This is an optimization exercise on Yosys and OpenROAD, whose aim is small area and a short achievable clock period, not a production implementation. The clock port is modelled as an ideal driver, which makes a skipped or thinned clock tree look cheaper than it is; a real chip needs a root buffer or a tree.

==> flow/design.v <==
module FIFO(
	input [7:0] DATA_IN,
	input READ, WRITE, CLEAR_N, RESET_N, CLOCK,
	output reg [7:0] DATA_OUT,
	output reg [4:0] USE_DW,
	output reg F_FULL_N, F_EMPTY_N
);
reg [255:0] sr;       
reg [7:0]   pd;       
reg         pv;       
reg [3:0]   lo;       
reg [7:0]   hi;       
reg [31:0]  rd;        
reg [3:0]   rdq;       
reg         rdp;      
wire rst = ~(RESET_N & CLEAR_N);
wire wa = WRITE & (READ ? F_EMPTY_N : F_FULL_N);
wire rr = READ & F_EMPTY_N;
always @(posedge CLOCK) begin
	pd <= DATA_IN;
	pv <= wa & ~rst;
end
always @(posedge CLOCK)
	if (pv)
		sr <= {sr[247:0], pd};
wire [3:0] lo_r0 = pv ? {lo[2:0], lo[3]} : lo;           
wire [3:0] lo_r1 = pv ? lo : {lo[0], lo[3:1]};           
wire [7:0] hi_r0 = (pv & lo[3]) ? {hi[6:0], hi[7]} : hi;
wire [7:0] hi_r1 = (~pv & lo[0]) ? {hi[0], hi[7:1]} : hi;
always @(posedge CLOCK)
	if (rst) begin
		lo <= 4'b1000;
		hi <= 8'b10000000;
	end else begin
		lo <= rr ? lo_r1 : lo_r0;
		hi <= rr ? hi_r1 : hi_r0;
	end
reg [31:0] oldest;
integer s, q;
always @* begin
	oldest = 32'd0;
	for (s = 0; s < 32; s = s + 1)
		oldest[8*(s/8) +: 8] = oldest[8*(s/8) +: 8] | ({8{lo[s%4] & hi[s/4]}} & sr[8*s +: 8]);
end
always @(posedge CLOCK) begin
	rd <= oldest;
	for (q = 0; q < 4; q = q + 1)
		rdq[q] <= hi[2*q] | hi[2*q+1];
	rdp <= pv & lo[3] & hi[7];
end
reg [7:0] rdsel;
always @* begin
	rdsel = 8'd0;
	for (q = 0; q < 4; q = q + 1)
		rdsel = rdsel | ({8{rdq[q]}} & rd[8*q +: 8]);
end
wire [7:0] rdout = rdp ? sr[7:0] : rdsel;
always @(posedge CLOCK)
	if (~F_EMPTY_N & WRITE & READ)
		DATA_OUT <= DATA_IN;
	else
		DATA_OUT <= rdout;
reg [3:0] nlo;
reg [7:0] nhi;
function [4:0] enc;
	input [3:0] l;
	input [7:0] h;
	begin
		enc[0] = l[1] | l[3];
		enc[1] = l[2] | l[3];
		enc[2] = h[1] | h[3] | h[5] | h[7];
		enc[3] = h[2] | h[3] | h[6] | h[7];
		enc[4] = h[4] | h[5] | h[6] | h[7];
	end
endfunction
wire [3:0] nlo_up = F_FULL_N ? {nlo[2:0], nlo[3]} : nlo;
wire [7:0] nhi_up = (F_FULL_N & nlo[3]) ? {nhi[6:0], nhi[7]} : nhi;
wire [3:0] nlo_dn = F_EMPTY_N ? {nlo[0], nlo[3:1]} : nlo;
wire [7:0] nhi_dn = (F_EMPTY_N & nlo[0]) ? {nhi[0], nhi[7:1]} : nhi;
wire [4:0] cnt_up = enc(nlo_up, nhi_up);
wire [4:0] cnt_dn = enc(nlo_dn, nhi_dn);
wire       full_up  = ~F_FULL_N | (nlo[3] & nhi[7]);             
wire       empty_dn = ~F_EMPTY_N | (nlo[1] & nhi[0] & F_FULL_N);  
reg [3:0] nlo_n;
reg [7:0] nhi_n;
reg [4:0] cnt_n;
reg       full_n, empty_n;
wire wr_only = WRITE & ~READ;
wire rd_only = READ & ~WRITE;
always @* begin
	nlo_n = nlo; nhi_n = nhi; cnt_n = USE_DW;
	full_n = ~F_FULL_N; empty_n = ~F_EMPTY_N;
	if (rd_only) begin
		nlo_n = nlo_dn; nhi_n = nhi_dn; cnt_n = cnt_dn;
		full_n = 1'b0; empty_n = empty_dn;
	end
	if (wr_only) begin
		nlo_n = nlo_up; nhi_n = nhi_up; cnt_n = cnt_up;
		full_n = full_up; empty_n = 1'b0;
	end
end
always @(posedge CLOCK) begin
	nlo       <= rst ? 4'b0001 : nlo_n;
	nhi       <= rst ? 8'b00000001 : nhi_n;
	USE_DW    <= rst ? 5'd0 : cnt_n;
	F_FULL_N  <= rst | ~full_n;
	F_EMPTY_N <= ~rst & ~empty_n;
end
endmodule
clock: 2.5 ns
lec_check: 0
cap_margin: 20
core_margin: 2
core_utilization: 60
cts_buf_list: sky130_fd_sc_hd__clkbuf_8
cts_cluster_diameter: 60
cts_cluster_size: 18
setup_slack_margin: 1.0
slew_margin: 20
standard.sh (not shown) runs the stock make flow with config.mk's settings and CLKGATE_MAP_FILE= SYNTH_SCRIPT=/design/flow/synth_recipe.tcl, a recipe that flattens the netlist after the stock synthesis.
==> flow/flow/run.sh <==
#!/bin/bash
# Standard ORFS layout, except that the clock tree is built by manual_cts.tcl:
# a two-level inverter tree (one root inverter, one leaf inverter per cluster
# of flip-flops) in place of TritonCTS's buffer tree.
set -euo pipefail
here=$(cd "$(dirname "$0")" && pwd)
export PRE_CTS_TCL="$here/manual_cts.tcl"
export BUFFER_PORTS_ARGS="-buffer_cell sky130_fd_sc_hd__buf_2"
bash standard.sh > standard.log 2>&1
Other scripts of this flow, unchanged in this note and not shown: flow/flow/manual_cts.tcl
Next try:
--- a/flow/design.v
+++ b/flow/design.v
@@ -82,25 +82,27 @@
 wire       full_up  = ~F_FULL_N | (nlo[3] & nhi[7]);             
 wire       empty_dn = ~F_EMPTY_N | (nlo[1] & nhi[0] & F_FULL_N);  
 reg [3:0] nlo_n;
 reg [7:0] nhi_n;
 reg [4:0] cnt_n;
 reg       full_n, empty_n;
-wire wr_only = WRITE & ~READ;
-wire rd_only = READ & ~WRITE;
 always @* begin
-	nlo_n = nlo; nhi_n = nhi; cnt_n = USE_DW;
-	full_n = ~F_FULL_N; empty_n = ~F_EMPTY_N;
-	if (rd_only) begin
-		nlo_n = nlo_dn; nhi_n = nhi_dn; cnt_n = cnt_dn;
-		full_n = 1'b0; empty_n = empty_dn;
-	end
-	if (wr_only) begin
-		nlo_n = nlo_up; nhi_n = nhi_up; cnt_n = cnt_up;
-		full_n = full_up; empty_n = 1'b0;
-	end
+	case ({WRITE, READ})
+		2'b10: begin
+			nlo_n = nlo_up; nhi_n = nhi_up; cnt_n = cnt_up;
+			full_n = full_up; empty_n = 1'b0;
+		end
+		2'b01: begin
+			nlo_n = nlo_dn; nhi_n = nhi_dn; cnt_n = cnt_dn;
+			full_n = 1'b0; empty_n = empty_dn;
+		end
+		default: begin
+			nlo_n = nlo; nhi_n = nhi; cnt_n = USE_DW;
+			full_n = ~F_FULL_N; empty_n = ~F_EMPTY_N;
+		end
+	endcase
 end
 always @(posedge CLOCK) begin
 	nlo       <= rst ? 4'b0001 : nlo_n;
 	nhi       <= rst ? 8'b00000001 : nhi_n;
 	USE_DW    <= rst ? 5'd0 : cnt_n;
 	F_FULL_N  <= rst | ~full_n;
=> Synthesized cell count increases by 0.84%. Wire length goes up by 3.8%. Register-to-register slack gains 0.05 ns. Clock skew barely changes. Die area stays flat.
Function was not checked in any run of this note: the RTL went through the layout flow alone. In every run of this note, the design's own scripts or RTL, not TritonCTS, make the clock network.

==> re-timing with driven ports <==
No port has a modelled driver above. Below, the same layouts with a new extraction and two added sets of constraints. Step 1 (the two cells are an assumption about what drives the block):
set clk [get_ports {CLOCK}]
set_driving_cell -lib_cell sky130_fd_sc_hd__clkbuf_16 $clk
set_driving_cell -lib_cell sky130_fd_sc_hd__buf_2 [delete_from_list [all_inputs] $clk]
Step 2 adds t to the input delays and takes it off the output delays; t is the mean of the earliest and latest rising clock arrival at the registers after step 1. Input paths then give back, and output paths get back, about the clock's delay inside the block. Slacks: ideal ports / drivers / drivers and shift; pairs: ideal ports / drivers.
| run | t, ns | slack for setup (ns) | cell pins on the clock port's net |
|---|---|---|---|
| the first run | 0.297 | 0.880 / 0.942 / 0.675 | 3 |
| the second run | 0.295 | 0.928 / 0.990 / 0.726 | 3 |
After both steps every run listed still meets setup and hold. For the first run, which loses most, drivers alone change the setup slack by +0.062 ns; drivers and shift together by -0.205 ns.
